From an optimization exercise on the open Yosys and OpenROAD flow, aimed at small area; shortcuts taken in it are not production practice. RTL that was checked went through simulation tests only; none was proved equivalent to the original. Function not checked in runs 1 to 3: the RTL went through the layout flow alone. No activity file was given, so power comes from the tool's default toggle rates.

<file path="design/flow/design.v">
module OverZero
(
	input  [15:0] datain,
	input  [15:0] zero,
	output        flag
);
	assign flag = (datain > zero);
endmodule
module ADS8688
(
input wire rst_n,
input CLK_50M,
output clk_100,
output reg CS,
output wire SCLK,
output reg SDI,
input SDO,
output reg RST,
output reg [15:0] rddat7,rddat6,rddat5,rddat0,rddat4,rddat3,outRMS,
input [11:0] dataAddr,
input RDdata
);
reg [1:0] ph;
wire spi_rise = (ph == 2'd2);
wire spi_fall = (ph == 2'd1);
always @(posedge CLK_50M or negedge rst_n)
	if (!rst_n)
		ph <= 2'd0;
	else if (ph == 2'd2)
		ph <= 2'd0;
	else
		ph <= ph + 2'd1;
assign SCLK = ~CS & (ph != 2'd2);
reg [6:0] cnt;
reg [3:0] order;
reg [15:0] rddat;
wire frame_end = (cnt > 7'd82);
reg [15:0] cmd;
always @(*)
	case (order)
	4'd0:  cmd = 16'h0B00;
	4'd1:  cmd = 16'h1901;
	4'd2:  cmd = 16'h1701;
	4'd3:  cmd = 16'h1501;
	4'd4:  cmd = 16'h0B01;
	4'd5:  cmd = 16'h1301;
	4'd6:  cmd = 16'h1101;
	4'd7:  cmd = 16'hDC00;
	4'd8:  cmd = 16'hD800;
	4'd9:  cmd = 16'hD400;
	4'd10: cmd = 16'hC000;
	4'd11: cmd = 16'hD000;
	4'd12: cmd = 16'hCC00;
	default: cmd = 16'hCC00;
	endcase
always @(posedge CLK_50M or negedge rst_n)
	if (!rst_n) begin
		cnt <= 7'd0;
		CS <= 1'b0;
		RST <= 1'b0;
		order <= 4'd0;
		SDI <= 1'b0;
	end else if (spi_rise) begin
		RST <= 1'b1;
		if (frame_end) begin
			CS <= 1'b1;
			cnt <= 7'd40;
			order <= (order == 4'd12) ? 4'd7 : order + 4'd1;
		end else begin
			CS <= (cnt < 7'd50);
			cnt <= cnt + 7'd1;
		end
		if (cnt >= 7'd50 && cnt <= 7'd65)
			SDI <= cmd[4'd15 - cnt[3:0] + 4'd2];
	end
always @(posedge CLK_50M)
	if (spi_fall && order > 4'd6 && cnt >= 7'd67 && cnt <= 7'd82)
		rddat <= {rddat[14:0], SDO};
always @(posedge CLK_50M or negedge rst_n)
	if (!rst_n) begin
		rddat7 <= 16'd0;
		rddat6 <= 16'd0;
		rddat5 <= 16'd0;
		rddat0 <= 16'd0;
		rddat4 <= 16'd0;
		rddat3 <= 16'd0;
	end else if (spi_rise && frame_end) begin
		if (order == 4'd7)  rddat3 <= rddat;
		if (order == 4'd8)  rddat7 <= rddat;
		if (order == 4'd9)  rddat6 <= rddat;
		if (order == 4'd10) rddat5 <= rddat;
		if (order == 4'd11) rddat0 <= rddat;
		if (order == 4'd12) rddat4 <= rddat;
	end
OverZero OverZero_inst
(
	.datain(rddat6),
	.zero(16'd32768),
	.flag(clk_100)
);
reg cs_d;
always @(posedge CLK_50M or negedge rst_n)
	if (!rst_n)
		cs_d <= 1'b0;
	else
		cs_d <= CS;
wire evt = CS & ~cs_d;
reg r1, r2;
reg [15:0] cnt50;
reg [15:0] max_cnt;
reg pvalid;       
reg accp;         
reg zf;           
wire latch = r1 & ~r2 & (cnt50 > 16'd100);
always @(posedge CLK_50M or negedge rst_n)
	if (!rst_n) begin
		r1 <= 1'b0;
		r2 <= 1'b0;
		cnt50 <= 16'd0;
		pvalid <= 1'b0;
		accp <= 1'b0;
	end else if (evt) begin
		r1 <= clk_100;
		r2 <= r1;
		cnt50 <= latch ? 16'd0 : cnt50 + 16'd1;
		accp <= ~latch;
		if (latch)
			pvalid <= 1'b1;
	end
wire t0 = (cnt[1:0] == 2'd0) && (ph == 2'd0);
wire win = (cnt >= 7'd44) && (cnt <= 7'd67);
wire [2:0] p = cnt[4:2] - 3'd3;    
wire win_end = (cnt == 7'd67) && (ph == 2'd2);
always @(posedge CLK_50M or negedge rst_n)
	if (!rst_n)
		zf <= 1'b1;
	else if (evt && latch)
		zf <= 1'b1;
	else if (win_end && accp)
		zf <= 1'b0;
reg [47:0] ring7, ring6, ring5, ring0, ring4, ring3;
reg [47:0] Power_7, Power_6, Power_5, Power_0, Power_4, Power_3;
reg [15:0] x;
reg [3:0] rsel;
always @(*)
	case (p)
	3'd0: begin x = rddat7; rsel = ring7[3:0]; end
	3'd1: begin x = rddat6; rsel = ring6[3:0]; end
	3'd2: begin x = rddat5; rsel = ring5[3:0]; end
	3'd3: begin x = rddat0; rsel = ring0[3:0]; end
	3'd4: begin x = rddat4; rsel = ring4[3:0]; end
	default: begin x = rddat3; rsel = ring3[3:0]; end
	endcase
wire c = ~x[15];
wire [14:0] v = x[14:0] ^ {15{c}};
reg [3:0] m;
always @(*)
	case ({cnt[1:0], ph})
	4'b0000: m = v[3:0];
	4'b0001: m = v[7:4];
	4'b0010: m = v[11:8];
	4'b0100: m = {1'b0, v[14:12]};
	default: m = 4'd0;
	endcase
reg [15:0] acc;
wire [15:0] acc_in = t0 ? (c ? {v, 1'b1} : 16'd0) : acc;
wire [19:0] pp0 = {5'd0, v & {15{m[0]}}};
wire [19:0] pp1 = {4'd0, v & {15{m[1]}}, 1'b0};
wire [19:0] pp2 = {3'd0, v & {15{m[2]}}, 2'b0};
wire [19:0] pp3 = {2'd0, v & {15{m[3]}}, 3'b0};
wire [19:0] a0 = {4'd0, acc_in};
wire [19:0] s1 = a0 ^ pp0 ^ pp1;
wire [19:0] c1 = {(a0[18:0] & pp0[18:0]) | (a0[18:0] & pp1[18:0]) | (pp0[18:0] & pp1[18:0]), 1'b0};
wire [19:0] s2 = s1 ^ c1 ^ pp2;
wire [19:0] c2 = {(s1[18:0] & c1[18:0]) | (s1[18:0] & pp2[18:0]) | (c1[18:0] & pp2[18:0]), 1'b0};
wire [19:0] s3 = s2 ^ c2 ^ pp3;
wire [19:0] c3 = {(s2[18:0] & c2[18:0]) | (s2[18:0] & pp3[18:0]) | (c2[18:0] & pp3[18:0]), 1'b0};
wire [20:0] rc;
wire [19:0] s;
assign rc[0] = 1'b0;
genvar gi;
generate
	for (gi = 0; gi < 20; gi = gi + 1) begin : g_rca
		assign s[gi] = s3[gi] ^ c3[gi] ^ rc[gi];
		assign rc[gi+1] = (s3[gi] & c3[gi]) | (s3[gi] & rc[gi]) | (c3[gi] & rc[gi]);
	end
endgenerate
always @(posedge CLK_50M)
	acc <= s[19:4];
reg cy;
wire [3:0] rb = zf ? 4'd0 : rsel;
wire [4:0] dc;
wire [4:0] sum;
assign dc[0] = t0 ? 1'b0 : cy;
generate
	for (gi = 0; gi < 4; gi = gi + 1) begin : g_dig
		assign sum[gi] = rb[gi] ^ s[gi] ^ dc[gi];
		assign dc[gi+1] = (rb[gi] & s[gi]) | (rb[gi] & dc[gi]) | (s[gi] & dc[gi]);
	end
endgenerate
assign sum[4] = dc[4];
always @(posedge CLK_50M)
	cy <= sum[4];
wire act = win & accp;
always @(posedge CLK_50M) begin
	ring7 <= {(act && p == 3'd0) ? sum[3:0] : ring7[3:0], ring7[47:4]};
	ring6 <= {(act && p == 3'd1) ? sum[3:0] : ring6[3:0], ring6[47:4]};
	ring5 <= {(act && p == 3'd2) ? sum[3:0] : ring5[3:0], ring5[47:4]};
	ring0 <= {(act && p == 3'd3) ? sum[3:0] : ring0[3:0], ring0[47:4]};
	ring4 <= {(act && p == 3'd4) ? sum[3:0] : ring4[3:0], ring4[47:4]};
	ring3 <= {(act && p == 3'd5) ? sum[3:0] : ring3[3:0], ring3[47:4]};
end
always @(posedge CLK_50M)
	if (evt && latch) begin
		Power_7 <= ring7;
		Power_6 <= ring6;
		Power_5 <= ring5;
		Power_0 <= ring0;
		Power_4 <= ring4;
		Power_3 <= ring3;
		max_cnt <= cnt50;
	end
always @(posedge CLK_50M or negedge rst_n)
	if (!rst_n)
		outRMS <= 16'd0;
	else if (RDdata) begin
		if (!pvalid)
			outRMS <= 16'd0;
		else
			case (dataAddr[7:0])
			8'd0:  outRMS <= Power_7[47:32];
			8'd1:  outRMS <= Power_7[31:16];
			8'd2:  outRMS <= Power_7[15:0];
			8'd3:  outRMS <= Power_6[47:32];
			8'd4:  outRMS <= Power_6[31:16];
			8'd5:  outRMS <= Power_6[15:0];
			8'd6:  outRMS <= Power_5[47:32];
			8'd7:  outRMS <= Power_5[31:16];
			8'd8:  outRMS <= Power_5[15:0];
			8'd9:  outRMS <= Power_0[47:32];
			8'd10: outRMS <= Power_0[31:16];
			8'd11: outRMS <= Power_0[15:0];
			8'd12: outRMS <= Power_4[47:32];
			8'd13: outRMS <= Power_4[31:16];
			8'd14: outRMS <= Power_4[15:0];
			8'd15: outRMS <= Power_3[47:32];
			8'd16: outRMS <= Power_3[31:16];
			8'd17: outRMS <= Power_3[15:0];
			8'd18: outRMS <= max_cnt;
			default: outRMS <= 16'd0;
			endcase
	end
endmodule
</file>
<file path="design/flow/flow/run.sh">
#!/bin/bash
# The standard layout (standard.sh), changed in three ways:
#  - synthesis maps the logic with an area-oriented ABC script (flow/area.abc)
#    instead of ORFS's speed script; everything else in synthesis is the standard flow's own
#    synth_recipe.tcl, so the registers are the standard synthesis's;
#  - port buffers are sky130_fd_sc_hd__buf_1 (every port still gets one);
#  - CTS inserts no dummy loads.
# make's output goes to flow.log; ORFS writes each step's log under orfs/logs.
set -euo pipefail
W=$PWD
F=$W/flow
{
  echo "set ::area_abc_script $F/area.abc"
  echo "source $F/abc_proc.tcl"
  cat "$W/synth_recipe.tcl"
} > "$W/area_synth.tcl"
sed -e "s#SYNTH_SCRIPT=[^ ]*#SYNTH_SCRIPT=$W/area_synth.tcl#" "$W/standard.sh" > "$W/area_standard.sh"
grep -q "SYNTH_SCRIPT=$W/area_synth.tcl" "$W/area_standard.sh"
export BUFFER_PORTS_ARGS="-buffer_cell sky130_fd_sc_hd__buf_1"
export CTS_ARGS="-sink_clustering_enable -repair_clock_nets -sink_clustering_size 16 -sink_clustering_max_diameter 50 -buf_list sky130_fd_sc_hd__clkbuf_8 -dont_use_dummy_load"
bash "$W/area_standard.sh" > "$W/flow.log" 2>&1
</file>
<file path="design/flow/flow/abc_proc.tcl">
# Point yosys's abc call at the area-oriented script; all other arguments stay.
proc abc {args} {
  set i [lsearch -exact $args -script]
  if {$i >= 0} { lset args [expr {$i + 1}] $::area_abc_script }
  yosys abc {*}$args
}
</file>
<file path="design/flow/flow/area.abc">
&get -n
&st
&dch -f
&nf -p -a -R 1000
&put
topo
</file>
<file path="design/flow/standard.sh">
#!/bin/bash
# synth_recipe.tcl (not shown) runs the flow's synth.tcl, then flattens the netlist and writes it again
# the make line also repeats each setting of config.mk as NAME=value (left out here)
make -C /OpenROAD-flow-scripts/flow DESIGN_CONFIG=/design/flow/config.mk WORK_HOME=/design/flow/orfs CLKGATE_MAP_FILE= SYNTH_SCRIPT=/design/flow/synth_recipe.tcl "${@:-finish}"
</file>
<file path="design/flow/config.mk">
export PLATFORM = sky130hd
export DESIGN_NAME = ADS8688
export DESIGN_NICKNAME = ADS8688
export VERILOG_FILES = /design/flow/design.v
export SDC_FILE = /design/flow/constraint.sdc
export NUM_CORES = 4
export LEC_CHECK = 0
export CAP_MARGIN = 20
export CORE_MARGIN = 2
export CORE_UTILIZATION = 74
export CTS_BUF_LIST = sky130_fd_sc_hd__clkbuf_8
export CTS_CLUSTER_DIAMETER = 50
export CTS_CLUSTER_SIZE = 16
export PLACE_DENSITY = 0.8
export SLEW_MARGIN = 20
</file>
<file path="design/flow/constraint.sdc">
create_clock -name core_clock -period 10.0 [get_ports {CLK_50M}]
set_input_delay 2.0000 -clock core_clock [delete_from_list [all_inputs] [get_ports {CLK_50M}]]
set_output_delay 2.0000 -clock core_clock [all_outputs]
set_load 0.01 [all_outputs]
</file>
==> impl_metrics.ini, run 1 <==
[pwr]
report.power.total_mw = 4.70
cellPowerDensity_mw_per_mm2 = 160
leakage_nw = 12.2
vdd_ir_drop_max_mv = 0.156

[floorplanning]
die_y_um = 194
rows = 69
core_sq_mm = 0.0355
io_pins = 133
die_width_um = 194
initial_core_util_pct = 75.1
die-area_sq_mm = 0.0375

[setup_path]
critPathKind = reg2reg
reg2reg_to = acc[14]$_DFF_P_
r2r_cells = 33
endpoint = acc[14]$_DFF_P_
arrival_ps = 10260
cp_slowest_stage_delay_ps = 540
r2r-start = cnt[3]$_DFFE_PN0P_
crit_top_cell = fa_1
crit_path_end_kind = flop
crit_path_start_kind = flop
required_ps = 10550
crit_slowest_cell = fa_1
critPathLaunch = cnt[3]$_DFFE_PN0P_
path_max_fanout = 8
reg2reg_slack_ps = 290

[clocking]
cts_made_buffers = 58
htreeDepth = 2
clk_pin_slew_ps = 100
cts_tree = built
clock-sinks = 775
clkLatencyLatePin_ps = 680
cts_root_buf = clkbuf_8
clk_path_buf_depth = 3

[synth]
yosysWarnings = 1
synthArstFlopShare_pct = 19.4
synth_nets = 1837
yosys-top-cells-area = edfxtp_1 36%, dfxtp_1 23%, dfrtp_1 14%
synth_ff_type = edfxtp_1
synth-edff-count = 320
yosysSeqAreaShare_pct = 73.1
ys_ff_latch = 775
syn_area_per_cell_sq_um = 15.4
netlist_area_sq_mm = 0.0266
yosysTopAreaCell = edfxtp_1
synth_cells = 1735
synth_top_area_share_pct = 36.1
synth.distinct_cells = 50

[routing]
dr.pass1.iters = 5
wl_um = 57500
drtIter0Drc = 1275
num_vias = 15500
viasPerCell = 6.28
wl_per_cell_um = 23.3
drtAntennaViolNets = 0
drt_drc_violations_left = 0

[worst_hold_path]
min_path_type = reg2reg

[global_route]
grt_pass1_wl_um = 89600
grt_usage_pct = 31.3
grt.overflow.total = 0
antenna_found_initial = 0
grt_pass1_vias = 15800
grt_max_degree = 180

[timing]
finalCriticalPeriod_ps = 9710
skew_ps = 66.2
final_hold_viol_count = 0
clock.fmax_ghz = 0.103
maxSlewHeadroom_pct = 25.7
setup_viol = 0
slew_viol_final = 0
tightest_slew_ps = 1110
finalCritPeriodShare_pct = 97.1

[cells_and_area]
diodes = 0
final_util_pct = 83.0
nets = 2107
design_area_sq_mm = 0.0294
drive_above_1_share_pct = 9.29
final_cells = 2464
area_delta_synth_final_pct = 10.5

[place]
post-dp-hpwl_um = 39300
port_buffers = 128
dp.cells = 2394
place_congestion = 0.902
dpl_cell_area_sq_mm = 0.0284

[job]
maxCapViolCount = 0

[run_status]
run_status = timing/DRC/antenna clean
==> per-layer routing <==
metal  wire length (um)  global-route usage, %  vias up
met5                  0                      0        -
met3               4500                   7.01      118
li1                   -                      -     6941
met2              28600                   52.3      670
met1              22500                   41.0     7750
met4               1820                   11.1        0
==> flip-flops by register name, indices dropped and copies added, names as in the netlist, 48 cells and up <==
signal / cells
ring5: 48
ring0: 48
ring7: 48
Power_6: 48
Power_4: 48
Power_7: 48
ring4: 48
Power_5: 48
ring3: 48
Power_0: 48
Power_3: 48
ring6: 48
==> final cells by class <==
cell class / instances / area, sq um
flip-flops and latches: 775 / 19500
multi-input cells: 879 / 7130
fillers: 1833 / 6040
repair buffers: 210 / 1150
clock buffers: 58 / 798
well taps: 461 / 577
inverters: 81 / 319
==> cell families after synthesis <==
group / Yosys count / synth area share [%]
AO/OA/AOI/OAI: 293 / 8.31
XOR/XNOR: 23 / 0.756
adder cells (fa/ha/maj): 86 / 5.73
buffers and inverters: 81 / 1.14
flip-flops: 775 / 73.1
multiplexers: 106 / 4.48
AND/OR/NAND/NOR: 371 / 6.51
==> placed cells by master, fill, tap and decap left out, drive strengths merged, types with 4 or more instances in the layout <==
cell / synthesis / layout
and2: 5 / 5
nand2b: 35 / 35
edfxtp: 320 / 320
nor2: 93 / 93
nor4: 7 / 7
nor3: 16 / 16
o21ai: 46 / 46
o211ai: 4 / 4
a21oi: 21 / 21
a2111oi: 10 / 10
mux2: 106 / 106
dfrtp: 149 / 149
a221oi: 11 / 11
clkbuf: 0 / 59
a22oi: 86 / 86
buf: 0 / 209
xor2: 20 / 20
and3: 8 / 8
a22o: 25 / 25
fa: 60 / 60
ha: 26 / 26
o22ai: 6 / 6
nand2: 122 / 122
a222oi: 37 / 37
a221o: 12 / 12
o31ai: 13 / 13
a31oi: 7 / 7
clkinv: 81 / 81
nand4: 20 / 20
nand3: 42 / 42
dfxtp: 305 / 305
nand3b: 4 / 4
nor2b: 9 / 9
==> worst max-delay path, delay by kind of cell, from the launching register on <==
kind	cells	cell delay, ps
DFF	1	450
adders and majority gates	19	7150
AOI/OAI and AO/OA	2	640
buffers and inverters	6	640
and+or+nand+nor	5	540
xor gates and xnor gates	1	200
==> repair_timing <==
| item | 4_1_cts | 5_1_grt |
|---|---|---|
| pin swaps | 0 | 6 |
| resized for setup | 1 | 18 |
| cloned | 0 | 0 |
| endpoints found under the setup margin | 1 | 3 |
| hold buffers | 0 | 0 |
| buffers inserted | 2 | 9 |
==> synth_stat cells, types with 37 or more instances <==
master,number
edfxtp_1,320
fa_1,60
nor2_1,93
nand3_1,42
nand2_1,122
dfrtp_1,149
dfxtp_1,305
a22oi_1,86
a222oi_1,37
mux2_1,106
o21ai_0,46
clkinv_1,81
==> stage by stage <==
| step | hold slack, ps | setup TNS [ps] | setup WS, ps |
|---|---|---|---|
| CTS | 314 | 0 | 14.4 |
| global route | 314 | -16.9 | -16.9 |
| floorplan | 327 | 0 | 4.49 |
| finish | 315 | 0 | 289 |
| detailed placement | 332 | -16.0 | -16.0 |
| global placement | 328 | 0 | 83.8 |
==> report_power, final <==
group,total [mW],internal (mW),switching (mW)
Clock,1.41,0.517,0.892
Sequential,3.27,3.27,0.0000000000000000902
Combinational,0.0246,0.00456,0.0201
==> how the worst min path moves through the flow <==
| stage | endpoint | cells past startpoint | start | slack [ps] |
|---|---|---|---|---|
| 2_1_floorplan | ring0[0]$_DFF_P_ | 0 | ring0[4]$_DFF_P_ | 330 |
| 3_3_place_gp | ring7[30]$_DFF_P_ | 0 | ring7[34]$_DFF_P_ | 330 |
| 3_5_place_dp | ring4[41]$_DFF_P_ | 0 | ring4[45]$_DFF_P_ | 330 |
| 4_1_cts | ring3[12]$_DFF_P_ | 0 | ring3[16]$_DFF_P_ | 310 |
| 5_1_grt | ring7[0]$_DFF_P_ | 0 | ring7[4]$_DFF_P_ | 310 |
| 6_report | ring3[12]$_DFF_P_ | 0 | ring3[16]$_DFF_P_ | 310 |
==> run 2, diff against run 1 <==
--- a/design/flow/flow/run.sh
+++ b/design/flow/flow/run.sh
@@ -18,4 +18,4 @@
 grep -q "SYNTH_SCRIPT=$W/area_synth.tcl" "$W/area_standard.sh"
 export BUFFER_PORTS_ARGS="-buffer_cell sky130_fd_sc_hd__buf_1"
-export CTS_ARGS="-sink_clustering_enable -repair_clock_nets -sink_clustering_size 16 -sink_clustering_max_diameter 50 -buf_list sky130_fd_sc_hd__clkbuf_8 -dont_use_dummy_load"
+export CTS_ARGS="-sink_clustering_enable -repair_clock_nets -sink_clustering_size 18 -sink_clustering_max_diameter 55 -buf_list sky130_fd_sc_hd__clkbuf_8 -dont_use_dummy_load"
 bash "$W/area_standard.sh" > "$W/flow.log" 2>&1
--- a/design/flow/config.mk
+++ b/design/flow/config.mk
@@ -8,8 +8,8 @@
 export CAP_MARGIN = 20
 export CORE_MARGIN = 2
-export CORE_UTILIZATION = 74
+export CORE_UTILIZATION = 78
 export CTS_BUF_LIST = sky130_fd_sc_hd__clkbuf_8
-export CTS_CLUSTER_DIAMETER = 50
-export CTS_CLUSTER_SIZE = 16
-export PLACE_DENSITY = 0.8
+export CTS_CLUSTER_DIAMETER = 55
+export CTS_CLUSTER_SIZE = 18
+export PLACE_DENSITY = 0.85
 export SLEW_MARGIN = 20
==> impl_metrics.ini, run 2 <==
[run_status]
run_status = timing/DRC/antenna clean

[timing]
final_hold_viol_count = 0
setup_ws_ps = 267
finalCritPeriodShare_pct = 97.3
maxSlewHeadroom_pct = 27.5
tightest_slew_ps = 1090
clock.fmax_ghz = 0.103
skew_ps = 88.4
slew_viol_final = 0
tns_ps = 0
setup_viol = 0
finalCriticalPeriod_ps = 9730

[floorplanning]
die_y_um = 189
initial_core_util_pct = 79.3
die_width_um = 189
core_sq_mm = 0.0336
io_pins = 133
rows = 67
die-area_sq_mm = 0.0357

[cells_and_area]
final_cells = 2447
diodes = 0
final_cell_mix = 320 x edfxtp_1, 305 x dfxtp_1, 146 x dfrtp_1
area_delta_synth_final_pct = 10.0
fillCellCount = 1482
drive_above_1_share_pct = 9.05
final_common_cell = edfxtp_1
nets = 2103

[synth]
synthXorXnorAreaFrac_pct = 0.756
ys_ff_latch = 775
synth_cells = 1735
synth_adder_area_share_pct = 5.73
synth_ff_type = edfxtp_1
synthArstFlopShare_pct = 19.4
synth-edff-count = 320
syn_area_per_cell_sq_um = 15.4
synthMuxAreaShare_pct = 4.48
synth_most_common_cell = edfxtp_1
synth_top_family_by_area = compound AO/OA/AOI/OAI gates
synth_commonest_cells = 320 x edfxtp_1, 305 x dfxtp_1, 149 x dfrtp_1
synthSimpleGateAreaFrac_pct = 6.51
synth_top_area_share_pct = 36.1
yosys-top-cells-area = edfxtp_1 36%, dfxtp_1 23%, dfrtp_1 14%
yosysWarnings = 1
synth.distinct_cells = 50
yosysSeqAreaShare_pct = 73.1
yosysTopAreaCell = edfxtp_1
synth_nets = 1837
synth_compound_area_share_pct = 8.31
netlist_area_sq_mm = 0.0266

[pwr]
cellPowerDensity_mw_per_mm2 = 158
vdd_ir_drop_max_mv = 0.127
leakage_nw = 12.1

[routing]
drtIter0Drc = 1878
dr.pass1.iters = 8
viasPerCell = 6.45
num_vias = 15800
drtAntennaViolNets = 0
wl_per_cell_um = 24.3
wl_um = 59500
drt_drc_violations_left = 0

[clocking]
cts_tree = built
htreeDepth = 2
ctsHoldBuffers = 0
cts_root_buf = clkbuf_8
clkLatencyLatePin_ps = 670
cts_made_buffers = 52
clk_path_buf_depth = 3
clock-sinks = 775
clk_pin_slew_ps = 110

[global_route]
grt_pass1_wl_um = 91600
antenna_found_initial = 0
grt_usage_pct = 34.3
grt_max_degree = 164
grt.overflow.total = 0
grt_pass1_vias = 16300

[setup_path]
critPathKind = reg2reg
r2r-start = cnt[3]$_DFFE_PN0P_
required_ps = 10500
path_max_fanout = 7
crit_top_cell = fa_1
cp_slowest_stage_delay_ps = 540
crit_path_start_kind = flop
path_delay_family = adder cells
crit_path_end_kind = flop
arrival_ps = 10240
path_buf_inv = 6
reg2reg_to = acc[14]$_DFF_P_
reg2reg_slack_ps = 270
crit_slowest_cell = fa_1
r2r_cells = 33

[worst_hold_path]
min_from = ring3[43]$_DFF_P_
min_path_type = reg2reg
worstHoldEndpoint = ring3[39]$_DFF_P_
hold_path_depth = 0

[place]
post-dp-hpwl_um = 40400
dp.cells = 2377
place_congestion = 0.883
port_buffers = 128
place_ws_ps = 6.44

[job]
maxCapViolCount = 0
run 2: worst max-delay path by stage:
stage,start,to,slack (ps),cells past startpoint
floorplan,cnt[2]$_DFFE_PN0P_,acc[14]$_DFF_P_,4,33
global placement,cnt[2]$_DFFE_PN0P_,acc[14]$_DFF_P_,80,32
detailed placement,cnt[2]$_DFFE_PN0P_,acc[14]$_DFF_P_,6,32
CTS,cnt[4]$_DFFE_PN0P_,acc[14]$_DFF_P_,3,32
global route,cnt[4]$_DFFE_PN0P_,acc[14]$_DFF_P_,-8,33
finish,cnt[3]$_DFFE_PN0P_,acc[14]$_DFF_P_,270,33
run 2: worst reg2reg max path, delay by kind of cell, from the launching register on:
kind | cells | cell delay (ps)
adder cells (fa/ha/maj) | 20 | 7510
buffers and inverters | 6 | 580
AO/OA/AOI/OAI | 3 | 440
flip-flops | 1 | 450
AND/OR/NAND/NOR | 4 | 660
run 2: per-stage QoR:
step                      instance area, sq um  utilization (%)  hold WS (ps)  power (mW)
after floorplan                          26800                -           327        3.34
after global placement                   28400             84.4           327        3.36
after detailed placement                 28400             84.4           332        3.36
after CTS                                29100             86.6           319        4.65
after global routing                     29300             87.2           317        4.76
final                                    29300             87.2           315        4.64
run 2: kinds of logic after synthesis:
group,after synthesis
simple gates,371
xor+xnor,23
mux,106
flops,775
fa+ha+maj,86
buf+inv,81
compound gates,293
run 2: repair_timing:
item	in CTS	in global routing
resized for setup	1	17
endpoints found under the setup margin	1	3
buffers inserted	3	14
cloned	0	1
pin swaps	0	7
run 2: per-layer routing:
| layer | GRT usage [%] | vias up | part of all wire (%) |
|---|---|---|---|
| li1 | - | 6948 | - |
| met1 | 44.8 | 7821 | 37 |
| met2 | 56.7 | 844 | 49 |
| met3 | 7.26 | 158 | 9.2 |
| met4 | 14.8 | 0 | 4.7 |
| met5 | 0 | - | 0 |
run 2: final cells by class:
| cell class | instances | area (sq um) | share of cell area [%] |
|---|---|---|---|
| inverters | 81 | 319 | 1.09 |
| repair buffers | 211 | 1140 | 3.88 |
| clock buffers | 52 | 716 | 2.44 |
| flip-flops and latches | 775 | 19500 | 66.4 |
| well taps | 448 | 561 | 1.91 |
| multi-input cells | 880 | 7110 | 24.3 |
run 2: power breakdown:
group / internal (mW) / switching (mW)
registers: 3.27 / 0.0000000000000000993
logic: 0.00345 / 0.0199
clock network: 0.466 / 0.885
total: 3.74 / 0.904
==> run 3, diff against run 2 <==
--- a/design/flow/design.v
+++ b/design/flow/design.v
@@ -176,14 +176,6 @@
 wire [19:0] s3 = s2 ^ c2 ^ pp3;
 wire [19:0] c3 = {(s2[18:0] & c2[18:0]) | (s2[18:0] & pp3[18:0]) | (c2[18:0] & pp3[18:0]), 1'b0};
-wire [20:0] rc;
-wire [19:0] s;
-assign rc[0] = 1'b0;
+wire [19:0] s = s3 + c3;
 genvar gi;
-generate
-	for (gi = 0; gi < 20; gi = gi + 1) begin : g_rca
-		assign s[gi] = s3[gi] ^ c3[gi] ^ rc[gi];
-		assign rc[gi+1] = (s3[gi] & c3[gi]) | (s3[gi] & rc[gi]) | (c3[gi] & rc[gi]);
-	end
-endgenerate
 always @(posedge CLK_50M)
 	acc <= s[19:4];
==> impl_metrics.ini, run 3 <==
[run_status]
run_status = timing/DRC/antenna clean

[setup_path]
reg2reg_slack_ps = 1690
crit_top_cell = fa_1
r2r_cells = 25
path_max_fanout = 16
crit_path_start_kind = flop
crit_path_end_kind = flop
critPathKind = reg2reg
r2r-start = cnt[2]$_DFFE_PN0P_
arrival_ps = 8820
reg2reg_to = acc[15]$_DFF_P_
cp_slowest_stage_delay_ps = 800
required_ps = 10510
crit_slowest_cell = a311oi_1

[floorplanning]
die_width_um = 190
io_pins = 133
rows = 67
core_sq_mm = 0.0337
die_y_um = 190
initial_core_util_pct = 79.8
die-area_sq_mm = 0.0360

[global_route]
grt_pass1_vias = 17000
grt_usage_pct = 37.3
grt.overflow.total = 0
antenna_found_initial = 1
grt_pass1_wl_um = 98900
grt_max_degree = 170

[place]
port_buffers = 128
place_congestion = 0.908
place_ws_ps = 1820
post-dp-hpwl_um = 42400

[worst_hold_path]
worstHoldEndpoint = ring0[6]$_DFF_P_
hold_path_depth = 0
min_from = ring0[10]$_DFF_P_
min_path_type = reg2reg

[timing]
finalCritPeriodShare_pct = 83.1
maxSlewHeadroom_pct = 23.3
finalCriticalPeriod_ps = 8310
rsz0062_at_grt = no
clock.fmax_ghz = 0.120
skew_ps = 101
tightest_slew_ps = 1150
final_hold_viol_count = 0
setup_ws_ps = 1690
tns_ps = 0
setup_viol = 0
slew_viol_final = 0

[synth]
synth_top_area_share_pct = 35.7
yosysSeqAreaShare_pct = 72.4
syn_area_per_cell_sq_um = 15.1
ys_ff_latch = 775
synth_commonest_cells = 320 x edfxtp_1, 305 x dfxtp_1, 149 x dfrtp_1
synth_ff_type = edfxtp_1
yosysTopAreaCell = edfxtp_1
synth-edff-count = 320
yosys-top-cells-area = edfxtp_1 36%, dfxtp_1 23%, dfrtp_1 14%
synthArstFlopShare_pct = 19.4
yosysWarnings = 1
synth_cells = 1778
synth_most_common_cell = edfxtp_1
synth.distinct_cells = 55
synth_nets = 1885
netlist_area_sq_mm = 0.0269

[clocking]
post_cts_buffers = 0
ctsResizeCount = 0
htreeDepth = 2
clk_path_buf_depth = 3
clk_pin_slew_ps = 110
cts_root_buf = clkbuf_8
clock-sinks = 775
cts_tree = built
cts_made_buffers = 52
ctsHoldBuffers = 0
clkLatencyLatePin_ps = 680

[cells_and_area]
fillCellCount = 1574
area_delta_synth_final_pct = 7.80
diodes = 0
drive_above_1_share_pct = 5.48
nets = 2099
register_area_sq_mm = 0.0195
final_cell_mix = 320 x edfxtp_1, 305 x dfxtp_1, 149 x dfrtp_1
final_common_cell = edfxtp_1
multi_input_area_sq_mm = 0.00721

[pwr]
swShare_pct = 20.0
cell_internal_pwr_mw = 3.74
cellPowerDensity_mw_per_mm2 = 161
vdd_ir_drop_max_mv = 0.143
leakage_nw = 11.7
switchingPower_mw = 0.933
p_comb_share_pct = 0.5
seq_power_share_pct = 70.0
power_frac_clock_pct = 29.5

[job]
maxCapViolCount = 0

[routing]
num_vias = 16500
dr.pass1.iters = 6
drt_drc_violations_left = 0
wl_um = 65000
drtIter0Drc = 1760
drtAntennaViolNets = 0
viasPerCell = 6.76
wl_per_cell_um = 26.6
==> run 3: cell count changes in the layout (fill, tap and decap cells not counted), moves of 10 or more <==
cell / before / now
mux2i_1: 0 / 10
nand2b_1: 35 / 8
nor2_2: 3 / 13
buf_4: 80 / 31
a21oi_1: 21 / 40
a221oi_1: 10 / 22
ha_1: 23 / 44
nand3_1: 41 / 54
or2_0: 2 / 30
==> run 3: worst max-delay path: cells and delay by family, from the launching register on <==
kind / cells / cell delay [ps]
adders and majority gates: 6 / 2640
buffers and inverters: 3 / 850
AOI/OAI and AO/OA: 10 / 3070
and+or+nand+nor: 6 / 1020
DFF: 1 / 600
==> run 3: worst max-delay path by stage <==
| stage | startpoint | end | slack [ps] |
|---|---|---|---|
| floorplan | cnt50[0]$_DFFE_PN0P_ | cnt50[13]$_DFFE_PN0P_ | 770 |
| global placement | cnt[2]$_DFFE_PN0P_ | acc[15]$_DFF_P_ | 1930 |
| detailed placement | cnt[2]$_DFFE_PN0P_ | acc[15]$_DFF_P_ | 1820 |
| CTS | cnt[2]$_DFFE_PN0P_ | acc[15]$_DFF_P_ | 1750 |
| global route | cnt[2]$_DFFE_PN0P_ | acc[15]$_DFF_P_ | 1190 |
| finish | cnt[2]$_DFFE_PN0P_ | acc[15]$_DFF_P_ | 1690 |
==> run 3: routing by layer <==
layer | up-vias | wire length, um | global-route usage (%)
met2 | 1074 | 32400 | 63.3
li1 | 7018 | - | -
met1 | 8171 | 23000 | 46.9
met4 | 2 | 3130 | 17.0
met5 | - | 15 | 0
met3 | 208 | 6440 | 7.78
==> run 3: stage by stage <==
stage / hold WS (ps) / std cells / instance area (sq um) / utilization, % / power (mW)
after floorplan: 327 / 1778 / 26900 / - / 3.34
after global placement: 328 / 2386 / 28300 / 83.9 / 3.36
after detailed placement: 333 / 2386 / 28300 / 83.9 / 3.37
after CTS: 266 / 2438 / 29000 / 86.0 / 4.68
after global routing: 275 / 2438 / 29000 / 86.0 / 4.77
final: 264 / 2438 / 29000 / 86.0 / 4.67
==> run 3: cell families after synthesis <==
| logic type | share of synthesized area [%] |
|---|---|
| XOR/XNOR | 1.01 |
| multiplexers | 4.81 |
| flip-flops | 72.4 |
| AND/OR/NAND/NOR | 6.52 |
| adder cells (fa/ha/maj) | 5.55 |
| AO/OA/AOI/OAI | 8.62 |
| buffers and inverters | 1.06 |
==> run 3: cell type report <==
cell class | instances | share of cell area [%]
tap | 448 | 1.93
timing repair buffer | 160 | 2.54
multi-input combinational | 927 | 24.9
sequential | 775 | 67.2
inverter | 76 | 0.984
clock buffer | 52 | 2.47
==> run 3: power groups by stage <==
stage	clock network, mW	registers, mW	logic [mW]
3_5_place_dp	0	3.34	0.0251
6_report	1.38	3.27	0.0249
3_3_place_gp	0	3.34	0.0238
5_1_grt	1.47	3.27	0.0276
2_1_floorplan	0	3.34	0.00349
4_1_cts	1.38	3.27	0.0254
==> run 4, diff against run 3 <==
--- a/design/flow/design.v
+++ b/design/flow/design.v
@@ -164,5 +164,7 @@
 	endcase
 reg [15:0] acc;
+reg [4:1] dq;
 wire [15:0] acc_in = t0 ? (c ? {v, 1'b1} : 16'd0) : acc;
+wire [4:0] dq_in = t0 ? 5'd0 : {1'b0, dq};
 wire [19:0] pp0 = {5'd0, v & {15{m[0]}}};
 wire [19:0] pp1 = {4'd0, v & {15{m[1]}}, 1'b0};
@@ -176,8 +178,19 @@
 wire [19:0] s3 = s2 ^ c2 ^ pp3;
 wire [19:0] c3 = {(s2[18:0] & c2[18:0]) | (s2[18:0] & pp3[18:0]) | (c2[18:0] & pp3[18:0]), 1'b0};
-wire [19:0] s = s3 + c3;
+wire [19:0] s;
+wire [20:0] rc;
 genvar gi;
-always @(posedge CLK_50M)
+generate
+	for (gi = 0; gi < 20; gi = gi + 1) begin : g_cpa
+		wire cin = (gi % 4 == 0) ? dq_in[gi / 4] : rc[gi];
+		assign s[gi] = s3[gi] ^ c3[gi] ^ cin;
+		assign rc[gi+1] = (s3[gi] & c3[gi]) | (s3[gi] & cin) | (c3[gi] & cin);
+	end
+endgenerate
+assign rc[0] = 1'b0;
+always @(posedge CLK_50M) begin
 	acc <= s[19:4];
+	dq <= {rc[16], rc[12], rc[8], rc[4]};
+end
 reg cy;
 wire [3:0] rb = zf ? 4'd0 : rsel;
==> impl_metrics.ini, run 4 <==
[setup_path]
crit_slowest_cell = a311oi_2
crit_top_cell = fa_1
arrival_ps = 8140
crit_chain = nand2_1 -> nor2_2 -> buf_4 -> nor2_1 -> a221o_1 -> buf_4 -> xor2_1 -> nor2_1 -> a311oi_2 -> nor2b_1 -> fa_1 -> clkinv_1 -> fa_1 -> fa_1 -> fa_1 -> fa_1 -> fa_1 -> clkinv_1 -> fa_1
path_buf_inv = 4
cp_slowest_stage_delay_ps = 890
crit_path_start_kind = flop
critPathKind = reg2reg
critPathLaunch = cnt[3]$_DFFE_PN0P_
crit_path_end_kind = flop
path_max_fanout = 23
required_ps = 10480
path_delay_family = adder cells
r2r-start = cnt[3]$_DFFE_PN0P_

[timing]
tns_ps = 0
maxSlewHeadroom_pct = 27.0
clock.fmax_ghz = 0.131
setup_ws_ps = 2350
finalCriticalPeriod_ps = 7650
setup_viol = 0
tightest_slew_ps = 1090
skew_ps = 57.8
finalCritPeriodShare_pct = 76.5
hold_ws_ps = 331
final_hold_viol_count = 0
slew_viol_final = 0
rsz0062_at_grt = no

[synth]
synth_nets = 1857
netlist_area_sq_mm = 0.0268
synth_cells = 1754
synthArstFlopShare_pct = 19.3
yosysWarnings = 1
ys_ff_latch = 779
synth-edff-count = 320
syn_area_per_cell_sq_um = 15.3
synth.distinct_cells = 51
synth_top_area_share_pct = 35.9
synth_most_common_cell = edfxtp_1
yosysTopAreaCell = edfxtp_1
synth_commonest_cells = 320 x edfxtp_1, 309 x dfxtp_1, 149 x dfrtp_1
synth_ff_type = edfxtp_1
yosys-top-cells-area = edfxtp_1 36%, dfxtp_1 23%, dfrtp_1 14%
yosysSeqAreaShare_pct = 72.9

[pwr]
power_frac_clock_pct = 28.9
seq_power_share_pct = 70.6
switchingPower_mw = 0.907
cell_internal_pwr_mw = 3.75
p_comb_share_pct = 0.5
swShare_pct = 19.5
leakage_nw = 12.0
cellPowerDensity_mw_per_mm2 = 161
vdd_ir_drop_max_mv = 0.163

[routing]
drt_drc_violations_left = 0
wl_per_cell_um = 24.7
num_vias = 15800
dr.pass1.iters = 8
drtIter0Drc = 1850
viasPerCell = 6.52
drtAntennaViolNets = 0
wl_um = 59600

[cells_and_area]
final_util_pct = 85.9
final_cell_mix = 320 x edfxtp_1, 309 x dfxtp_1, 149 x dfrtp_1
area_delta_synth_final_pct = 7.96
nets = 2075
diodes = 0
drive_above_1_share_pct = 5.08
design_area_sq_mm = 0.0289
final_common_cell = edfxtp_1

[global_route]
grt_max_degree = 230
antenna_found_initial = 0
grt_usage_pct = 34.0
grt_pass1_vias = 16200
grt.overflow.total = 0
grt_pass1_wl_um = 91300

[worst_hold_path]
min_from = ring0[11]$_DFF_P_
min_path_type = reg2reg

[clocking]
clk_pin_slew_ps = 110
cts_tree = built
clock-sinks = 779
cts_root_buf = clkbuf_8
ctsResizeCount = 0
post_cts_buffers = 0
cts_made_buffers = 51
clk_path_buf_depth = 3
ctsHoldBuffers = 0
clkLatencyLatePin_ps = 650
htreeDepth = 2

[job]
maxCapViolCount = 0

[floorplanning]
initial_core_util_pct = 79.5
io_pins = 133
rows = 67
core_sq_mm = 0.0337
die_width_um = 189
die_y_um = 189
die-area_sq_mm = 0.0359

[place]
dpl_cell_area_sq_mm = 0.0282
port_buffers = 128
place_ws_ps = 2430
post-dp-hpwl_um = 39800
place_congestion = 0.877

[run_status]
run_status = timing/DRC/antenna clean
[run 4: per-layer routing]
metal	vias up	share of wire [%]	routed length, um	global-route usage (%)
met3	165	8.8	5240	7.53
met1	7865	37	22200	43.3
li1	6894	-	-	-
met4	0	4.1	2430	14.3
met2	831	50	29700	57.3
met5	-	0	0	0
[run 4: kinds of logic (layout without fill, tap and decap cells)]
kind of cell	Yosys count	after routing	synth area share (%)
flops	779	779	72.9
simple gates	378	378	6.52
compound gates	300	300	8.45
mux	104	104	4.37
fa+ha+maj	87	87	5.74
buf+inv	80	296	1.12
xor+xnor	26	26	0.850
[run 4: path summary, 6_finish.rpt]
path | end | slack (ps) | depth (start not counted)
setup reg to reg | acc[7]$_DFF_P_ | 2350 | 19
max in group asynchronous | rddat3[10]$_DFFE_PN0P_ | 6630 | 3
hold reg to reg | ring0[7]$_DFF_P_ | 330 | 0
min in group asynchronous | SDI$_DFFE_PN0P_ | 1370 | 1
hold / removal | ring0[7]$_DFF_P_ | 330 | 0
setup / recovery | acc[7]$_DFF_P_ | 2350 | 19
[run 4: final cells by class]
type                    instances  area, sq um
repair buffers                165          798
multi-input cells             895         7020
fillers                      1593         4770
clock buffers                  51          702
flip-flops and latches        779        19600
inverters                      80          300
well taps                     448          561
[run 4: power by group through the flow]
stage / clock [mW] / combinational [mW] / sequential [mW]
after detailed placement: 0 / 0.0247 / 3.36
after global placement: 0 / 0.0239 / 3.36
final: 1.35 / 0.0244 / 3.29
after global routing: 1.45 / 0.0274 / 3.29
after floorplan: 0 / 0.00325 / 3.36
after CTS: 1.36 / 0.0248 / 3.29
[run 4: stage by stage]
| step | cells | power, mW |
|---|---|---|
| after floorplan | 1754 | 3.36 |
| after global placement | 2366 | 3.38 |
| after detailed placement | 2366 | 3.38 |
| after CTS | 2417 | 4.67 |
| after global routing | 2418 | 4.77 |
| final | 2418 | 4.66 |
==> run 5, diff against run 4 <==
--- a/design/flow/config.mk
+++ b/design/flow/config.mk
@@ -8,8 +8,9 @@
 export CAP_MARGIN = 20
 export CORE_MARGIN = 2
-export CORE_UTILIZATION = 78
+export CORE_UTILIZATION = 80
 export CTS_BUF_LIST = sky130_fd_sc_hd__clkbuf_8
 export CTS_CLUSTER_DIAMETER = 55
 export CTS_CLUSTER_SIZE = 18
-export PLACE_DENSITY = 0.85
+export GPL_TIMING_DRIVEN = 0
+export PLACE_DENSITY = 0.88
 export SLEW_MARGIN = 20
==> impl_metrics.ini, run 5 <==
[synth]
netlist_area_sq_mm = 0.0268
synth_most_common_cell = edfxtp_1
yosysTopAreaCell = edfxtp_1
ys_ff_latch = 779
synth_top_area_share_pct = 35.9
synth_cells = 1754
synth_commonest_cells = 320 x edfxtp_1, 309 x dfxtp_1, 149 x dfrtp_1
syn_area_per_cell_sq_um = 15.3
synthArstFlopShare_pct = 19.3
synth_nets = 1857
synth-edff-count = 320
synth_ff_type = edfxtp_1
yosysSeqAreaShare_pct = 72.9
synth.distinct_cells = 51
yosysWarnings = 1
yosys-top-cells-area = edfxtp_1 36%, dfxtp_1 23%, dfrtp_1 14%

[global_route]
grt_usage_pct = 39.7
grt_pass1_vias = 17200
antenna_found_initial = 0
grt_pass1_wl_um = 103000
grt.overflow.total = 0
grt_max_degree = 41

[clocking]
clock-sinks = 779
ctsResizeCount = 0
ctsHoldBuffers = 0
cts_made_buffers = 51
clk_path_buf_depth = 3
clkLatencyLatePin_ps = 650
clk_pin_slew_ps = 100
cts_root_buf = clkbuf_8
htreeDepth = 2
cts_tree = built
post_cts_buffers = 0

[run_status]
run_status = timing/DRC/antenna clean

[timing]
clock.fmax_ghz = 0.134
hold_ws_ps = 327
finalCritPeriodShare_pct = 74.7
setup_viol = 0
maxSlewHeadroom_pct = 22.1
slew_viol_final = 0
skew_ps = 55.7
rsz0062_at_grt = no
tightest_slew_ps = 1170
final_hold_viol_count = 0
finalCriticalPeriod_ps = 7470
setup_ws_ps = 2530

[place]
dpl_cell_area_sq_mm = 0.0287
post-dp-hpwl_um = 45000
port_buffers = 128
place_ws_ps = 2700
place_congestion = 0.889

[cells_and_area]
area_delta_synth_final_pct = 9.57
final_util_pct = 88.2
nets = 2088
final_common_cell = edfxtp_1
diodes = 0
fillCellCount = 1367
drive_above_1_share_pct = 6.96
register_area_sq_mm = 0.0196
multi_input_area_sq_mm = 0.00709
final_cell_mix = 320 x edfxtp_1, 309 x dfxtp_1, 149 x dfrtp_1
design_area_sq_mm = 0.0294

[routing]
drtIter0Drc = 2198
viasPerCell = 6.87
wl_per_cell_um = 27.9
drtAntennaViolNets = 0
drt_drc_violations_left = 0
wl_um = 67700
num_vias = 16700
dr.pass1.iters = 6

[setup_path]
reg2reg_slack_ps = 2530
crit_path_start_kind = flop
path_max_fanout = 31
path_delay_family = adder cells
r2r_cells = 18
arrival_ps = 7940
r2r-start = cnt[3]$_DFFE_PN0P_
crit_top_cell = fa_1
critPathKind = reg2reg
cp_slowest_stage_delay_ps = 820
crit_chain = nand2_1 -> nor2_4 -> nor2_4 -> a221o_2 -> buf_12 -> xor2_1 -> o22ai_1 -> nor2_1 -> nor2b_1 -> fa_1 -> clkinv_1 -> fa_1 -> fa_1 -> fa_1 -> fa_1 -> fa_1 -> clkinv_1 -> fa_1
required_ps = 10470
crit_slowest_cell = nor2_1
path_buf_inv = 3
crit_path_end_kind = flop
reg2reg_to = acc[11]$_DFF_P_

[floorplanning]
die_width_um = 187
io_pins = 133
initial_core_util_pct = 80.5
rows = 67
core_sq_mm = 0.0333
die-area_sq_mm = 0.0350
die_y_um = 187

[pwr]
report.power.total_mw = 4.69
leakage_nw = 12.1
cellPowerDensity_mw_per_mm2 = 160
vdd_ir_drop_max_mv = 0.138

[worst_hold_path]
worstHoldEndpoint = ring4[31]$_DFF_P_
min_from = ring4[35]$_DFF_P_
hold_path_depth = 0
min_path_type = reg2reg

[job]
maxCapViolCount = 0
run 5: changes by cell type in the layout (fill, tap and decap cells not counted), sizes merged:
cell    previous run  this run
buf              164       178
clkbuf            52        51
run 5: per-layer routing:
layer	track usage (%)	part of all wire, %	up-vias
met5	0	0	-
met2	67.9	51	1201
met1	49.7	35	8347
li1	-	-	6935
met4	18.8	4.9	0
met3	7.35	9.9	224
run 5: kinds of logic (layout without fill, tap and decap cells):
logic type | count (synthesis) | in the layout | synth area share, %
flip-flops | 779 | 779 | 72.9
XOR/XNOR | 26 | 26 | 0.850
multiplexers | 104 | 104 | 4.37
AO/OA/AOI/OAI | 300 | 300 | 8.45
buffers and inverters | 80 | 309 | 1.12
adder cells (fa/ha/maj) | 87 | 87 | 5.74
AND/OR/NAND/NOR | 378 | 378 | 6.52
run 5: final cells by class:
| cell class | count | area share, % |
|---|---|---|
| Sequential cell | 779 | 66.6 |
| Multi-Input combinational cell | 895 | 24.1 |
| Timing Repair Buffer | 178 | 3.96 |
| Clock buffer | 51 | 2.39 |
| Tap cell | 448 | 1.91 |
| Inverter | 80 | 1.02 |
run 5: worst max-delay path by stage:
stage	start	to	slack, ps	cells after the start
2_1_floorplan	cnt50[0]$_DFFE_PN0P_	cnt50[11]$_DFFE_PN0P_	1010	7
4_1_cts	cnt[3]$_DFFE_PN0P_	acc[11]$_DFF_P_	2640	18
3_3_place_gp	cnt50[0]$_DFFE_PN0P_	cnt50[7]$_DFFE_PN0P_	-1750	7
3_5_place_dp	cnt[3]$_DFFE_PN0P_	acc[3]$_DFF_P_	2700	18
5_1_grt	cnt[3]$_DFFE_PN0P_	acc[11]$_DFF_P_	2270	18
6_report	cnt[3]$_DFFE_PN0P_	acc[11]$_DFF_P_	2530	18
run 5: stage by stage:
stage	cells	setup TNS (ps)
5_1_grt	2431	0
2_1_floorplan	1754	0
3_5_place_dp	2380	0
4_1_cts	2431	0
6_report	2431	0
3_3_place_gp	2330	-553770
run 5: power by group:
| group | total [mW] | switching, mW | internal [mW] |
|---|---|---|---|
| sequential | 3.29 | 0.0000000000000000905 | 3.29 |
| clock | 1.37 | 0.910 | 0.459 |
| combinational | 0.0300 | 0.0230 | 0.00698 |
==> run 6, diff against run 5 <==
--- a/design/flow/design.v
+++ b/design/flow/design.v
@@ -34,5 +34,4 @@
 reg [6:0] cnt;
 reg [3:0] order;
-reg [15:0] rddat;
 wire frame_end = (cnt > 7'd82);
 reg [15:0] cmd;
@@ -74,7 +73,5 @@
 			SDI <= cmd[4'd15 - cnt[3:0] + 4'd2];
 	end
-always @(posedge CLK_50M)
-	if (spi_fall && order > 4'd6 && cnt >= 7'd67 && cnt <= 7'd82)
-		rddat <= {rddat[14:0], SDO};
+wire capture = spi_fall && order > 4'd6 && cnt >= 7'd67 && cnt <= 7'd82;
 always @(posedge CLK_50M or negedge rst_n)
 	if (!rst_n) begin
@@ -130,4 +127,5 @@
 wire t0 = (cnt[1:0] == 2'd0) && (ph == 2'd0);
 wire win = (cnt >= 7'd44) && (cnt <= 7'd67);
+wire mac = (cnt >= 7'd44) && (cnt <= 7'd66);
 wire [2:0] p = cnt[4:2] - 3'd3;    
 wire win_end = (cnt == 7'd67) && (ph == 2'd2);
@@ -189,17 +187,22 @@
 endgenerate
 assign rc[0] = 1'b0;
-always @(posedge CLK_50M) begin
-	acc <= s[19:4];
+always @(posedge CLK_50M)
+	if (mac)
+		acc <= s[19:4];
+	else if (capture)
+		acc <= {acc[14:0], SDO};
+wire [15:0] rddat = acc;
+always @(posedge CLK_50M)
 	dq <= {rc[16], rc[12], rc[8], rc[4]};
-end
 reg cy;
 wire [3:0] rb = zf ? 4'd0 : rsel;
 wire [4:0] dc;
 wire [4:0] sum;
+wire [3:0] pd = mac ? s[3:0] : 4'd0;
 assign dc[0] = t0 ? 1'b0 : cy;
 generate
 	for (gi = 0; gi < 4; gi = gi + 1) begin : g_dig
-		assign sum[gi] = rb[gi] ^ s[gi] ^ dc[gi];
-		assign dc[gi+1] = (rb[gi] & s[gi]) | (rb[gi] & dc[gi]) | (s[gi] & dc[gi]);
+		assign sum[gi] = rb[gi] ^ pd[gi] ^ dc[gi];
+		assign dc[gi+1] = (rb[gi] & pd[gi]) | (rb[gi] & dc[gi]) | (pd[gi] & dc[gi]);
 	end
 endgenerate
--- a/design/flow/config.mk
+++ b/design/flow/config.mk
@@ -8,9 +8,8 @@
 export CAP_MARGIN = 20
 export CORE_MARGIN = 2
-export CORE_UTILIZATION = 80
+export CORE_UTILIZATION = 82
 export CTS_BUF_LIST = sky130_fd_sc_hd__clkbuf_8
 export CTS_CLUSTER_DIAMETER = 55
 export CTS_CLUSTER_SIZE = 18
-export GPL_TIMING_DRIVEN = 0
-export PLACE_DENSITY = 0.88
+export PLACE_DENSITY = 0.9
 export SLEW_MARGIN = 20
==> impl_metrics.ini, run 6 <==
[run_status]
run_status = timing/DRC/antenna clean

[setup_path]
crit_top_cell = fa_1
crit_slowest_cell = nor2_1
path_delay_family = adder cells
path_max_fanout = 22
required_ps = 10350
crit_chain = a21oi_2 -> buf_4 -> nor4_2 -> buf_4 -> a221o_1 -> a221o_1 -> clkinv_1 -> ha_1 -> o21ai_0 -> nor2_1 -> nor2_1 -> fa_1 -> clkinv_1 -> fa_1 -> fa_1 -> fa_1 -> fa_1 -> fa_1 -> clkinv_1 -> fa_1 -> mux2_1
path_depth = 21
reg2reg_to = acc[7]$_DFFE_PP_
r2r_cells = 21
reg2reg_slack_ps = 1700
cp_slowest_stage_delay_ps = 850
path_buf_inv = 5
arrival_ps = 8640
r2r-start = cnt[3]$_DFFE_PN0P_
crit_path_start_kind = flop
critPathKind = reg2reg
crit_path_end_kind = flop

[place]
place_congestion = 0.898
port_buffers = 128
post-dp-hpwl_um = 42300

[cells_and_area]
nets = 2084
final_common_cell = edfxtp_1
final_cell_mix = 320 x edfxtp_1, 293 x dfxtp_1, 149 x dfrtp_1
drive_above_1_share_pct = 5.16
fillCellCount = 1266
area_delta_synth_final_pct = 7.74
final_util_pct = 89.0

[pwr]
switchingPower_mw = 0.913
leakage_nw = 11.8
cellPowerDensity_mw_per_mm2 = 160
p_comb_share_pct = 0.6
power_frac_clock_pct = 29.2
cell_internal_pwr_mw = 3.68
seq_power_share_pct = 70.2
swShare_pct = 19.9
vdd_ir_drop_max_mv = 0.122

[routing]
viasPerCell = 6.92
drt_drc_violations_left = 0
drtIter0Drc = 2397
drtAntennaViolNets = 0
num_vias = 16700
dr.pass1.iters = 7
wl_um = 67100
wl_per_cell_um = 27.7

[timing]
setup_viol = 0
finalCritPeriodShare_pct = 83.0
rsz0062_at_grt = no
tns_ps = 0
tightest_slew_ps = 1230
maxSlewHeadroom_pct = 18.1
finalCriticalPeriod_ps = 8300
final_hold_viol_count = 0
slew_viol_final = 0
clock.fmax_ghz = 0.121
skew_ps = 74.9

[global_route]
grt_pass1_vias = 17300
grt.overflow.total = 0
grt_pass1_wl_um = 102000
grt_max_degree = 204
antenna_found_initial = 0
grt_usage_pct = 41.0

[worst_hold_path]
hold_path_depth = 0
min_path_type = reg2reg
min_from = ring5[39]$_DFF_P_
worstHoldEndpoint = ring5[35]$_DFF_P_

[synth]
yosysTopAreaCell = edfxtp_1
synth_ff_type = edfxtp_1
synth_commonest_cells = 320 x edfxtp_1, 293 x dfxtp_1, 149 x dfrtp_1
synthArstFlopShare_pct = 19.7
yosysSeqAreaShare_pct = 72.1
synth.distinct_cells = 52
syn_area_per_cell_sq_um = 15.1
synth_cells = 1766
synth_nets = 1873
synth_top_area_share_pct = 36.0
ys_ff_latch = 763
yosysWarnings = 1
synth-edff-count = 320
synth_most_common_cell = edfxtp_1
netlist_area_sq_mm = 0.0267
yosys-top-cells-area = edfxtp_1 36%, dfxtp_1 22%, dfrtp_1 14%

[clocking]
post_cts_buffers = 0
cts_root_buf = clkbuf_8
clk_path_buf_depth = 3
ctsResizeCount = 0
clk_pin_slew_ps = 100
htreeDepth = 2
clock-sinks = 763
clkLatencyLatePin_ps = 650
cts_tree = built
cts_made_buffers = 50
ctsHoldBuffers = 0

[floorplanning]
io_pins = 133
core_sq_mm = 0.0323
die_width_um = 184
initial_core_util_pct = 82.6
rows = 66
die-area_sq_mm = 0.0340
die_y_um = 184

[job]
maxCapViolCount = 0
[run 6: worst register-to-register path, cell delays in order, from the launching register on]
cell and delay, ps:
dfrtp_1 620, a21oi_2 100, buf_4 280, nor4_2 260
buf_4 410, a221o_1 230, a221o_1 550, clkinv_1 340
ha_1 440, o21ai_0 130, nor2_1 850, nor2_1 120
fa_1 530, clkinv_1 100, fa_1 520, fa_1 540
fa_1 460, fa_1 400, fa_1 390, clkinv_1 70
fa_1 420, mux2_1 330
[run 6: routing by layer]
layer  share of wire, %  GRT usage, %  vias up
li1                   -             -     6926
met1                 35          51.2     8321
met2                 50          67.6     1216
met3                9.9          8.73      267
met4                5.6          23.3        0
met5                  0             0        -
[run 6: power groups by stage]
stage,logic (mW),registers [mW],clock network [mW]
after floorplan,0.00378,3.29,0
after global placement,0.0235,3.29,0
after detailed placement,0.0248,3.29,0
after CTS,0.0254,3.22,1.34
after global routing,0.0282,3.22,1.44
final,0.0254,3.22,1.34
[run 6: cells by family after synthesis]
kind of cell	share of synthesized area [%]
AO/OA/AOI/OAI	8.16
XOR/XNOR	0.788
adder cells (fa/ha/maj)	5.96
buffers and inverters	0.985
flip-flops	72.1
multiplexers	5.07
AND/OR/NAND/NOR	6.95
[run 6: area by class of cell]
| cell class | instances | area [sq um] | share of cell area [%] |
|---|---|---|---|
| Sequential cell | 763 | 19200 | 66.9 |
| Multi-Input combinational cell | 933 | 7260 | 25.3 |
| Timing Repair Buffer | 159 | 737 | 2.56 |
| Clock buffer | 50 | 688 | 2.39 |
| Tap cell | 442 | 553 | 1.92 |
| Inverter | 70 | 263 | 0.914 |
| Antenna cell | 2 | 5.00 | 0.0174 |
[run 6: per-stage QoR]
| step | instance area, sq um | hold slack [ps] | instances | setup slack, ps | power (mW) |
|---|---|---|---|---|---|
| after detailed placement | 28000 | 334 | 2366 | 1830 | 3.32 |
| final | 28700 | 312 | 2419 | 1700 | 4.59 |
| after global routing | 28700 | 328 | 2417 | 1360 | 4.69 |
| after global placement | 28000 | 327 | 2366 | 1960 | 3.32 |
| after CTS | 28700 | 327 | 2416 | 1830 | 4.59 |
| after floorplan | 26700 | 327 | 1766 | 900 | 3.30 |
[run 6: how the worst max path moves through the flow]
stage | startpoint | endpoint | slack [ps]
after floorplan | cnt50[0]$_DFFE_PN0P_ | cnt50[13]$_DFFE_PN0P_ | 900
after global placement | cnt[3]$_DFFE_PN0P_ | acc[11]$_DFFE_PP_ | 1960
after detailed placement | cnt[3]$_DFFE_PN0P_ | acc[11]$_DFFE_PP_ | 1830
after CTS | cnt[3]$_DFFE_PN0P_ | acc[7]$_DFFE_PP_ | 1830
after global routing | cnt[3]$_DFFE_PN0P_ | acc[11]$_DFFE_PP_ | 1360
final | cnt[3]$_DFFE_PN0P_ | acc[7]$_DFFE_PP_ | 1700
==> run 7, diff against run 6 <==
==> design/flow/config.mk (replaced) <==
export PLATFORM = sky130hd
export DESIGN_NAME = ADS8688
export DESIGN_NICKNAME = ADS8688
export VERILOG_FILES = /design/flow/design.v
export SDC_FILE = /design/flow/constraint.sdc
export NUM_CORES = 4
export LEC_CHECK = 0
export CAP_MARGIN = 0
export CORE_MARGIN = 2
export CORE_UTILIZATION = 78
export CTS_BUF_LIST = sky130_fd_sc_hd__clkbuf_8
export CTS_CLUSTER_DIAMETER = 55
export CTS_CLUSTER_SIZE = 18
export PLACE_DENSITY = 0.85
export SLEW_MARGIN = 0
==> impl_metrics.ini, run 7 <==
[setup_path]
path_depth = 22
crit_slowest_cell = nor2_1
path_buf_inv = 6
r2r_cells = 22
arrival_ps = 8640
path_delay_family = adder cells
required_ps = 10360
crit_top_cell = fa_1
crit_chain = clkinv_1 -> nor2_2 -> buf_4 -> nor4_2 -> buf_4 -> a221o_1 -> a221o_1 -> buf_4 -> xor2_1 -> o22ai_1 -> nor2_1 -> nor2_1 -> fa_1 -> clkinv_1 -> fa_1 -> fa_1 -> fa_1 -> fa_1 -> fa_1 -> clkinv_1 -> fa_1 -> mux2_1
path_max_fanout = 23
critPathKind = reg2reg
cp_slowest_stage_delay_ps = 850
crit_path_start_kind = flop
crit_path_end_kind = flop
reg2reg_slack_ps = 1720

[cells_and_area]
diodes = 0
design_area_sq_mm = 0.0287
final_cell_mix = 320 x edfxtp_1, 293 x dfxtp_1, 149 x dfrtp_1
final_common_cell = edfxtp_1
final_util_pct = 85.4
drive_above_1_share_pct = 5.27
fillCellCount = 1631
nets = 2082
area_delta_synth_final_pct = 7.68

[synth]
synth-edff-count = 320
synth_cells = 1766
synth_nets = 1873
synthArstFlopShare_pct = 19.7
yosysSeqAreaShare_pct = 72.1
yosys-top-cells-area = edfxtp_1 36%, dfxtp_1 22%, dfrtp_1 14%
synth_most_common_cell = edfxtp_1
ys_ff_latch = 763
synth_commonest_cells = 320 x edfxtp_1, 293 x dfxtp_1, 149 x dfrtp_1
syn_area_per_cell_sq_um = 15.1
yosysWarnings = 1
yosysTopAreaCell = edfxtp_1
synth_ff_type = edfxtp_1
synth.distinct_cells = 52
netlist_area_sq_mm = 0.0267
synth_top_area_share_pct = 36.0

[clocking]
ctsResizeCount = 0
htreeDepth = 2
ctsHoldBuffers = 0
cts_made_buffers = 50
cts_root_buf = clkbuf_8
clk_pin_slew_ps = 90
post_cts_buffers = 0
cts_tree = built
clkLatencyLatePin_ps = 640
clk_path_buf_depth = 3
clock-sinks = 763

[worst_hold_path]
min_path_type = reg2reg
hold_path_depth = 0

[pwr]
vdd_ir_drop_max_mv = 0.116
report.power.total_mw = 4.56
cellPowerDensity_mw_per_mm2 = 159
leakage_nw = 11.7

[routing]
viasPerCell = 6.53
num_vias = 15800
drtIter0Drc = 1980
wl_um = 59500
drt_drc_violations_left = 0
dr.pass1.iters = 6
wl_per_cell_um = 24.6
drtAntennaViolNets = 0

[place]
port_buffers = 128
place_congestion = 0.896
dpl_cell_area_sq_mm = 0.0280
post-dp-hpwl_um = 40800

[timing]
finalCritPeriodShare_pct = 82.8
rsz0062_at_grt = no
tightest_slew_ps = 1230
tns_ps = 0
maxSlewHeadroom_pct = 18.0
hold_ws_ps = 309
skew_ps = 75.0
clock.fmax_ghz = 0.121
setup_viol = 0
final_hold_viol_count = 0
finalCriticalPeriod_ps = 8280
slew_viol_final = 0

[floorplanning]
die_y_um = 189
die-area_sq_mm = 0.0357
io_pins = 133
initial_core_util_pct = 79.3
core_sq_mm = 0.0336
rows = 67
die_width_um = 189

[job]
maxCapViolCount = 0

[global_route]
grt.overflow.total = 0
grt_pass1_wl_um = 91300
antenna_found_initial = 0
grt_usage_pct = 34.2
grt_max_degree = 201
grt_pass1_vias = 15900

[run_status]
run_status = timing/DRC/antenna clean
run 7: logic make-up after synthesis:
group / Yosys count / share of synthesized area, %
simple gates: 401 / 6.95
fa+ha+maj: 91 / 5.96
buf+inv: 70 / 0.985
xor+xnor: 24 / 0.788
mux: 121 / 5.07
flops: 763 / 72.1
compound gates: 296 / 8.16
run 7: area by class of cell:
type / instances / area, sq um / area share, %
repair buffers: 157 / 714 / 2.49
multi-input cells: 933 / 7270 / 25.3
flip-flops and latches: 763 / 19200 / 67.0
well taps: 448 / 561 / 1.95
clock buffers: 50 / 688 / 2.40
inverters: 70 / 263 / 0.915
run 7: power breakdown:
group          internal (mW)         switching (mW)  leakage, nW
logic                0.00383                 0.0213         3.37
clock network          0.450                  0.858        0.359
registers               3.22  0.0000000000000000928         8.02
total                   3.68                  0.880         11.7
run 7: worst paths after layout:
check | to | start
max in group asynchronous | rddat0[0]$_DFFE_PN0P_ | rst_n
hold reg to reg | ring5[34]$_DFF_P_ | ring5[38]$_DFF_P_
min in group asynchronous | outRMS[1]$_DFFE_PN0P_ | rst_n
setup reg to reg | acc[11]$_DFFE_PP_ | cnt[2]$_DFFE_PN0P_
hold / removal | ring5[34]$_DFF_P_ | ring5[38]$_DFF_P_
setup / recovery | acc[11]$_DFFE_PP_ | cnt[2]$_DFFE_PN0P_
run 7: per-stage QoR:
stage,cells,setup slack (ps)
floorplan,1766,900
global placement,2371,1860
detailed placement,2371,1780
CTS,2421,1790
global route,2421,1360
finish,2421,1720
run 7: per-layer routing:
layer,share of wire [%],GRT usage (%)
met4,4.6,14.3
met5,0,0
met2,50,57.2
met1,38,46.0
met3,7.6,4.82

==> port drivers added, routing unchanged <==
The results above use ideal ports. As a check the final layouts listed here were re-extracted and re-timed, cells and wires unchanged.
Step 1 (the two cells are an assumption about what drives the block):
set clk [get_ports {CLK_50M}]
set_driving_cell -lib_cell sky130_fd_sc_hd__clkbuf_16 $clk
set_driving_cell -lib_cell sky130_fd_sc_hd__buf_2 [delete_from_list [all_inputs] $clk]
Step 2 moves the port delays by t, midway between the first and last clock arrival at a register: inputs arrive t later, outputs are due t later. That takes back most of the time a late clock gives input paths.
a / b / c = ideal ports / drivers / drivers and shift; a / b = the first two.
run	shift t [ns]	slack for setup (ns)	hold slack, ns	latest minus earliest clock arrival (ns)
run 1	0.687	0.289 / 0.289 / 0.289	0.315 / 0.315 / 0.315	0.095 / 0.094
run 2	0.675	0.267 / 0.267 / 0.267	0.315 / 0.315 / 0.315	0.097 / 0.097
run 3	0.682	1.689 / 1.689 / 1.689	0.264 / 0.264 / 0.264	0.101 / 0.101
run 4	0.676	2.345 / 2.345 / 2.345	0.331 / 0.331 / 0.331	0.061 / 0.062
run 5	0.671	2.529 / 2.529 / 2.529	0.327 / 0.327 / 0.327	0.060 / 0.060
run 6	0.670	1.704 / 1.704 / 1.704	0.312 / 0.312 / 0.312	0.076 / 0.075
run 7	0.657	1.721 / 1.721 / 1.721	0.309 / 0.309 / 0.309	0.078 / 0.077
After both steps every run listed still meets setup and hold.
